What follows belongs to an exercise in optimizing a design on an open flow for small area and a short achievable clock period; a production flow would make more cautious choices.
The RTL was checked by simulation tests, not by an equivalence proof against the original design.
No activity file was given, so power comes from the tool's default toggle rates.

03-02:
Design Microprocessor, start of the top module:
module Microprocessor(ins, A, B, current_address, ans_ex, mux_ans_dm, ans_wb, data_out, data_in, interrupt, clk, reset,
                      pm_data, dm_en, dm_we, dm_wdata, dm_rdata);
Settings: LEC_CHECK=0, CAP_MARGIN=20, CORE_MARGIN=2, CORE_UTILIZATION=45, CTS_CLUSTER_DIAMETER=100, CTS_CLUSTER_SIZE=26, SETUP_SLACK_MARGIN=4.6, SLEW_MARGIN=20; clock period 11.0 ns.
standard.sh (not shown) runs the stock make flow with config.mk's settings and CLKGATE_MAP_FILE= SYNTH_SCRIPT=/design/flow/synth_recipe.tcl, a recipe that flattens the netlist after the stock synthesis.
==> flow/flow/run.sh <==
#!/bin/bash
# Own layout flow: the standard layout (standard.sh) with three changes to
# synthesis only. Registers, flattening, renaming, and floorplan to finish are
# as in the standard flow.
#  1. Yosys's full/half-adder extraction (ADDER_MAP_FILE) is skipped, so ABC
#     maps adders and comparators as plain logic with fast carry paths.
#  2. The combinational modules opsel_a, opsel_b (register-bank read port
#     merged with operand forwarding) and flagpc (flags and next address) are
#     replaced by gl.v, hand-mapped sky130hd netlists of the same functions,
#     which flow/gen_gl.py writes here first. Synthesis treats them as black
#     boxes (SYNTH_BLACKBOXES), and they are read in before the final flatten.
#  3. ABC maps the rest of the top module for area (flow/own_abc.script in
#     place of ORFS's speed script): its logic is off the critical paths,
#     which run through the hand-mapped modules.
# One change to placement: the buffers that the standard flow puts on every
# input and output port are sky130_fd_sc_hd__buf_1 (BUFFER_PORTS_ARGS) rather
# than the delay cell buffer_ports picks by default; the resizer may size them.
set -euo pipefail
W=$PWD
python3 flow/gen_gl.py gl.v > gen_gl.log 2>&1
{
  head -n 1 synth_recipe.tcl
  echo 'set ::env(ADDER_MAP_FILE) ""'
  echo "set ::own_abc_script $W/flow/own_abc.script"
  echo 'proc own_fix_abc {args} { global abc_args; set i [lsearch -exact $abc_args -script]; if {$i >= 0} { lset abc_args [expr {$i + 1}] $::own_abc_script } }'
  echo 'trace add variable ::abc_args write own_fix_abc'
  sed -n '2p' synth_recipe.tcl
  echo "read_verilog -overwrite $W/gl.v"
  echo 'hierarchy -check -top $::env(DESIGN_NAME)'
  tail -n +3 synth_recipe.tcl
} > own_synth.tcl
sed "s#SYNTH_SCRIPT=[^ ]*#SYNTH_SCRIPT=$W/own_synth.tcl#" standard.sh > own_standard.sh
export SYNTH_BLACKBOXES='opsel_a opsel_b flagpc'
export BUFFER_PORTS_ARGS='-buffer_cell sky130_fd_sc_hd__buf_1'
bash own_standard.sh finish > flow_make.log 2>&1
Other scripts of this flow, unchanged in this note and not shown: flow/flow/gen_gl.py, flow/flow/own_abc.script
Having completed the whole flow, 03-02 delivered a layout that passed the timing, DRC and antenna checks.
diff inputs: 03-02 => 06-22
diff --git a/flow/config.mk b/flow/config.mk
--- a/flow/config.mk
+++ b/flow/config.mk
@@ -9,6 +9,6 @@
 export CORE_MARGIN = 2
-export CORE_UTILIZATION = 45
+export CORE_UTILIZATION = 50
 export CTS_CLUSTER_DIAMETER = 100
-export CTS_CLUSTER_SIZE = 26
-export SETUP_SLACK_MARGIN = 4.6
+export CTS_CLUSTER_SIZE = 28
+export SETUP_SLACK_MARGIN = 4.3
 export SLEW_MARGIN = 20
## What came out
03-02 → 06-22: setup slack went up by 0.036 ns; net total in the final layout moved down; total power shrank by about 2.3%; fmax up about 0.54%. The via count number comes out lower for 06-22 vs 03-02. 06-22 vs 03-02 on combinational group power: 06-22 is the lower one. Run comparison: 03-02 capture point of the critical path current_address[3]; 06-22 capture point of the critical path current_address[1]. Changes observed in 06-22 relative to 03-02: global-route wire length before repair dropped about 5.5%, post-synthesis to final-layout area growth dropped 5.9 points, die boundary height went down, routed wire length per instance now sits lower, non-clock buffer share of cell area now smaller. Looking at most common cell after layout, fill and taps aside, the sky130_fd_sc_hd__a22oi_1 result is from 06-22; the sky130_fd_sc_hd__edfxtp_1 one comes from 03-02.

========
Microprocessor, a different RTL version from the one above (not shown whole).
Size: roughly 1700 cells after synthesis, roughly 18000 sq um of cells after synthesis.
Design Microprocessor, start of the top module:
module Microprocessor(ins, A, B, current_address, ans_ex, mux_ans_dm, ans_wb, data_out, data_in, interrupt, clk, reset,
                      pm_data, dm_en, dm_we, dm_wdata, dm_rdata);
input [7:0] data_in;
input clk;
input interrupt;
input reset;
input [19:0] pm_data;
input [7:0] dm_rdata;
output [7:0] data_out;
output [19:0] ins;
output [7:0] A;
output [7:0] B;
output [7:0] current_address;
output [7:0] ans_ex;
output [7:0] mux_ans_dm;
output [7:0] ans_wb;
output dm_en;
output dm_we;
output [7:0] dm_wdata;
reg        rst_d;                     
reg [19:0] ins_temp;                  
reg        stall_pm, Q_LD, Q_JMP1, Q_JMP2;
reg [7:0]  address_hold;              
reg        interrupt_reg;
reg [7:0]  current_adr_reg;
reg [1:0]  flag_reg;
reg        Load_reg, imm_sel, mem_en_dec, mem_rw_dec;
reg [4:0]  op_dec;
reg [4:0]  Rw1, Rw2, Rw3, Rw4;
reg        dmA, dmB;                  
reg        ubA, ubB;                  
reg        exA, exB, rgA, rgB, wbA, wbB;   
reg [7:0]  ans_ex_r, data_out_r, B_Bypass;
reg        mem_en_ex, mem_rw_ex;
reg [1:0]  flag_ex_clk;               
reg [7:0]  ans_reg;
reg        mem_mux_sel_dm;
reg [7:0]  ans_wb_r;
reg [7:0]  rf [0:31];
wire [4:0] ra_raw = ins_temp[9:5];
wire [4:0] rb_raw = ins_temp[4:0];
wire [4:0] Imm    = ins_temp[4:0];
assign ins = stall_pm ? ins_temp : pm_data;
wire [4:0] op_i = ins[19:15];
wire d_jump    = (op_i == 5'b11000);
wire d_conj    = (ins[19:17] == 3'b111);
wire d_load    = (op_i == 5'b10100) & ~Load_reg;
wire clear_adr = ~(d_jump | d_conj | Load_reg);
wire ld_st     = (ins[19:16] == 4'b1010);
  ...
clock: 11.0 ns
lec_check: 0
cap_margin: 20
core_margin: 2
core_utilization: 50
cts_cluster_diameter: 100
cts_cluster_size: 26
setup_slack_margin: 4.2
slew_margin: 20
Scripts as last shown in full above: flow/flow/run.sh
Other scripts of this flow, unchanged in this note and not shown: flow/flow/gen_gl.py, flow/flow/own_abc.script
Rerun with:
CAP_MARGIN = 10   (was 20)
SETUP_SLACK_MARGIN = 4.3   (was 4.2)
SLEW_MARGIN = 10   (was 20)
Synthesized cell count is unchanged.
Die area is unchanged.
Power goes up by 0.85%.
Wire length went up by about 0.75%.
Clock power went up by about 0.6%.
Cell area grows by 1.1%.
Maximum frequency climbs by 1.8%.
Sequential power barely changes.
Clock-buffer cell count is higher by 2.

afterwards: timing with drivers on the ports:
Ports are ideal in the flow. The routed layouts listed here were re-timed in OpenROAD. Step 1 assumes that a clkbuf_16 drives the clock port and a buf_2 every other input. Step 2 times the ports against the registers' clock, not the clock port: input delays grow and output delays shrink by t, the midpoint of the rising clock arrivals with the driver on. Three values: no drivers, after step 1, after step 2; two values: the first two.
run	t (ns)	setup WS [ns]	worst register clock-pin slew, ns	pins driven straight from the clock port
03-02	0.609	4.319 / 4.258 / 4.330	0.11 / 0.11	1
06-22	0.607	4.355 / 4.296 / 4.314	0.12 / 0.12	1
the first run of note 2	0.601	4.235 / 4.180 / 4.194	0.11 / 0.11	1
the second run of note 2	0.596	4.353 / 4.325 / 4.325	0.11 / 0.11	1
After both steps every run listed still meets setup and hold.
